Background: an optimization exercise with open tools, aiming at small area. Do not read the settings as production practice. RTL that was checked went through simulation tests only; none was proved equivalent to the original. Power and IR drop assume default switching activity.

## game2048_core
module game2048_core(clk, reset, start, direction, board, endstatus, state);
Size in the first run: about 1100 cells after synthesis, ~73 flip-flops.
==> module game2048_core, before the edit <==
module game2048_core(clk, reset, start, direction, board, endstatus, state);
	input clk, reset, start;
	input [3:0] direction;              
	output [63:0] board;                
	output [1:0] endstatus;             
	output [2:0] state;
	localparam INIT = 3'b101, INIT2 = 3'b001, WAIT = 3'b011, MOVE = 3'b010, END = 3'b000;
	reg [63:0] b;
	reg [2:0] st;
	reg [3:0] cnt;
	reg [1:0] dir;
	assign board = b;
	assign state = st;
	wire clr = reset | start;
	wire mv = (st == MOVE);
	function [3:0] tile(input [63:0] x, input integer r, input integer c);
		tile = x[63 - 16 * r - 4 * c -: 4];
	endfunction
	wire gl = ~mv | (dir == 2'd0);
	wire gr = mv & (dir == 2'd1);
	wire gd = mv & (dir == 2'd2);
	wire gu = mv & (dir == 2'd3);
	wire [15:0] lin [0:3];
	wire [15:0] lout [0:3];
	wire [2:0] leq [0:3];
	wire [3:0] lfull;
	genvar u, p, r, c;
	generate for (u = 0; u < 4; u = u + 1) begin : g_u
		for (p = 0; p < 4; p = p + 1) begin : g_p
			assign lin[u][15 - 4 * p -: 4] =
				({4{gl}} & tile(b, u, p)) | ({4{gr}} & tile(b, 3 - u, 3 - p)) |
				({4{gu}} & tile(b, p, u)) | ({4{gd}} & tile(b, 3 - p, 3 - u));
		end
		line u_line(.i(lin[u]), .hold(~mv), .o(lout[u]), .eq(leq[u]), .full(lfull[u]));
	end endgenerate
	wire sl = ~clr & gl, sr = ~clr & gr, sd = ~clr & gd, su = ~clr & gu;
	wire [3:0] nt [0:15];
	generate for (r = 0; r < 4; r = r + 1) begin : g_r
		for (c = 0; c < 4; c = c + 1) begin : g_c
			assign nt[4 * r + c] =
				({4{sl}} & lout[r][15 - 4 * c -: 4]) | ({4{sr}} & lout[3 - r][15 - 4 * (3 - c) -: 4]) |
				({4{su}} & lout[c][15 - 4 * r -: 4]) | ({4{sd}} & lout[3 - c][15 - 4 * (3 - r) -: 4]);
		end
	end endgenerate
	wire go = mv & ~clr;
	reg [15:0] e, dec, put, seen;
	reg [3:0] rany, rseen;
	reg hit;
	integer i;
	always @(*) begin
		for (i = 0; i < 16; i = i + 1) begin
			e[i] = ~|nt[i];
			dec[i] = (cnt == i);
		end
		hit = |(e & dec);
		for (i = 0; i < 4; i = i + 1) rany[i] = |e[4 * i +: 4];
		rseen = {|rany[2:0], |rany[1:0], rany[0], 1'b0};
		for (i = 0; i < 16; i = i + 1)
			seen[i] = rseen[i / 4] | ((i % 4 > 0) & e[i - i % 4]) | ((i % 4 > 1) & e[i - i % 4 + 1]) | ((i % 4 > 2) & e[i - i % 4 + 2]);
		for (i = 0; i < 16; i = i + 1)
			put[i] = go & e[i] & (dec[i] | (~hit & ~seen[i]));
	end
	reg [15:0] op;
	always @(*) begin
		op = 16'd0;
		if (cnt == 4'd0) begin op[4] = 1'b1; op[6] = 1'b1; end
		else if (cnt > 4'd12) begin op[4] = 1'b1; op[14] = 1'b1; end
		else if (cnt > 4'd10) begin op[7] = 1'b1; op[13] = 1'b1; end
		else if (cnt > 4'd6) begin op[0] = 1'b1; op[15] = 1'b1; end
		else if (cnt > 4'd4) begin op[8] = 1'b1; op[11] = 1'b1; end
		else if (cnt > 4'd2) begin op[1] = 1'b1; op[3] = 1'b1; end
		else begin op[7] = 1'b1; op[9] = 1'b1; end
	end
	wire ini = (st == INIT2) & ~clr;
	wire [63:0] nb;
	genvar k;
	generate for (k = 0; k < 16; k = k + 1) begin : g_nb
		assign nb[63 - 4 * k -: 4] = {nt[k][3:1], nt[k][0] | put[k] | (ini & op[k])};
	end endgenerate
	reg win, pair;
	always @(*) begin
		win = 1'b0;
		pair = 1'b0;
		for (i = 0; i < 16; i = i + 1)
			win = win | (b[63 - 4 * i] & b[61 - 4 * i] & b[60 - 4 * i]);
		for (i = 0; i < 12; i = i + 1)
			pair = pair | (b[63 - 4 * i -: 4] == b[47 - 4 * i -: 4]);
		for (i = 0; i < 4; i = i + 1)
			pair = pair | (|leq[i]);
	end
	assign endstatus = mv ? 2'b00 : win ? 2'b01 : ((&lfull) & ~pair) ? 2'b10 : 2'b00;
	always @(posedge clk) begin
		cnt <= reset ? 4'd0 : cnt + 4'd1;
		dir[0] <= (direction == 4'b0010) | (direction == 4'b1000);
		dir[1] <= (direction == 4'b0100) | (direction == 4'b1000);
		b <= nb;
		if (clr)
			st <= INIT;
		else case (st)
			INIT: st <= INIT2;
			INIT2: st <= WAIT;
			WAIT: st <= (endstatus != 2'b00) ? END : (direction != 4'b0000) ? MOVE : WAIT;
			MOVE: st <= WAIT;
			END: st <= END;
			default: st <= INIT;
		endcase
	end
endmodule
clock: 12.0 ns
lec_check: 0
abc_area: 1
cap_margin: 20
core_margin: 2
core_utilization: 45
slew_margin: 20
standard.sh (not shown) runs the stock make flow with config.mk's settings and CLKGATE_MAP_FILE= SYNTH_SCRIPT=/design/flow/synth_recipe.tcl, a recipe that flattens the netlist after the stock synthesis.
==> flow/flow/run.sh <==
#!/bin/bash
# Layout flow: the standard synthesis with an area-oriented ABC script
# (flow/synth.tcl, flow/area.abc), then the standard flow's own layout (standard.sh)
# from the synthesised netlist to finish, with buf_1 cells as the port
# buffers and a clock tree of clkbuf_8 cells. Each tool's output goes to a log
# file in the work folder.
set -euo pipefail
W=$(pwd)
export MY_ABC_SCRIPT="$W/flow/area.abc"
# every port still gets its own buffer, a buf_1 (the output load is 0.01 pF)
export BUFFER_PORTS_ARGS="-buffer_cell sky130_fd_sc_hd__buf_1"
# clock tree of clkbuf_8 cells, without dummy loads
export CTS_ARGS="-sink_clustering_enable -repair_clock_nets -buf_list sky130_fd_sc_hd__clkbuf_8 -root_buf sky130_fd_sc_hd__clkbuf_8 -dont_use_dummy_load"
make -C "$FLOW_HOME" DESIGN_CONFIG="$W/config.mk" WORK_HOME="$W/orfs" CLKGATE_MAP_FILE= \
  SYNTH_SCRIPT="$W/flow/synth.tcl" synth > "$W/synth.log" 2>&1
bash "$W/standard.sh" > "$W/layout.log" 2>&1
==> flow/flow/area.abc <==
strash; &get -n; &fraig -x; &put; scorr; dc2; dc2; dc2; strash; &get -n; &dch -f; &put; amap -F 20 -A 50 -C 1000; topo
==> flow/flow/synth.tcl <==
# The standard synthesis script (synth_recipe.tcl), except that ABC maps
# the logic with flow/area.abc (an area-oriented script using amap) instead
# of ORFS's script. Every other ABC argument (liberty, dont_use cells,
# constraints) is kept, and the registers are mapped before ABC runs, so they
# are the standard synthesis's.
proc synth {args} { yosys synth -nofsm -noshare {*}$args }
proc abc {args} {
  set out {}
  set skip 0
  foreach a $args {
    if {$skip} { set skip 0; continue }
    if {$a eq "-script"} { set skip 1; continue }
    lappend out $a
  }
  yosys abc -script $::env(MY_ABC_SCRIPT) {*}$out
}
source $::env(SCRIPTS_DIR)/synth.tcl
# left out here: clear keep_hierarchy, flatten, clean up, hide names made inside functions, write 1_2_yosys.v
The baseline finished clean.
Edit:
--- a/flow/design.v
+++ b/flow/design.v
@@ -42,24 +42,22 @@
 				({4{su}} & lout[c][15 - 4 * r -: 4]) | ({4{sd}} & lout[3 - c][15 - 4 * (3 - r) -: 4]);
 		end
 	end endgenerate
 	wire go = mv & ~clr;
-	reg [15:0] e, dec, put, seen;
-	reg [3:0] rany, rseen;
-	reg hit;
+	reg [15:0] e, dec, put;
+	reg hit, seen;
 	integer i;
 	always @(*) begin
 		for (i = 0; i < 16; i = i + 1) begin
 			e[i] = ~|nt[i];
 			dec[i] = (cnt == i);
 		end
 		hit = |(e & dec);
-		for (i = 0; i < 4; i = i + 1) rany[i] = |e[4 * i +: 4];
-		rseen = {|rany[2:0], |rany[1:0], rany[0], 1'b0};
-		for (i = 0; i < 16; i = i + 1)
-			seen[i] = rseen[i / 4] | ((i % 4 > 0) & e[i - i % 4]) | ((i % 4 > 1) & e[i - i % 4 + 1]) | ((i % 4 > 2) & e[i - i % 4 + 2]);
-		for (i = 0; i < 16; i = i + 1)
-			put[i] = go & e[i] & (dec[i] | (~hit & ~seen[i]));
+		seen = 1'b0;
+		for (i = 0; i < 16; i = i + 1) begin
+			put[i] = go & e[i] & (dec[i] | (~hit & ~seen));
+			seen = seen | e[i];
+		end
 	end
 	reg [15:0] op;
 	always @(*) begin
 		op = 16'd0;
Result:
- The new run finished with timing, DRC and antenna clean
- die area shrinks slightly
- cell area shrinks by a few percent
- critical path depth shrinks by 2
- register-to-register slack improved by 30 ps
- setup slack improved by 30 ps
- combinational power shrinks by a few percent
- core utilization shrinks by 0.15 points
- count of clock-buffer cells in the layout stays the same
- sequential share of layout area grows by 0.49 points
- cell count shrinks slightly
- routed wire length shrinks by a few percent
- hold slack got worse by 9.9 ps
Function not checked in the first run of this note: the RTL went through the layout flow alone.

-- re-timing with driven ports --
The flow's constraints put no driver on any port. The routed layouts listed below were extracted and timed again, unchanged, in two steps. Step 1: set_driving_cell puts a clkbuf_16 on clk and a buf_2 on each other input, an assumption about the parent block. Step 2, shift: input delay + t, output delay - t, t = (earliest + latest rising clock arrival at the registers) / 2. This alone moves slack from input paths to output paths. Three values: ideal ports, drivers, drivers and shift; two values: the first two.
| run | t (ns) | slack for setup (ns) | hold slack, ns |
|---|---|---|---|
| the first run | 0.392 | 0.726 / 0.726 / 0.726 | 0.545 / 0.545 / 0.545 |
| the second run | 0.410 | 0.755 / 0.755 / 0.755 | 0.535 / 0.535 / 0.535 |
After both steps every run listed still meets setup and hold.
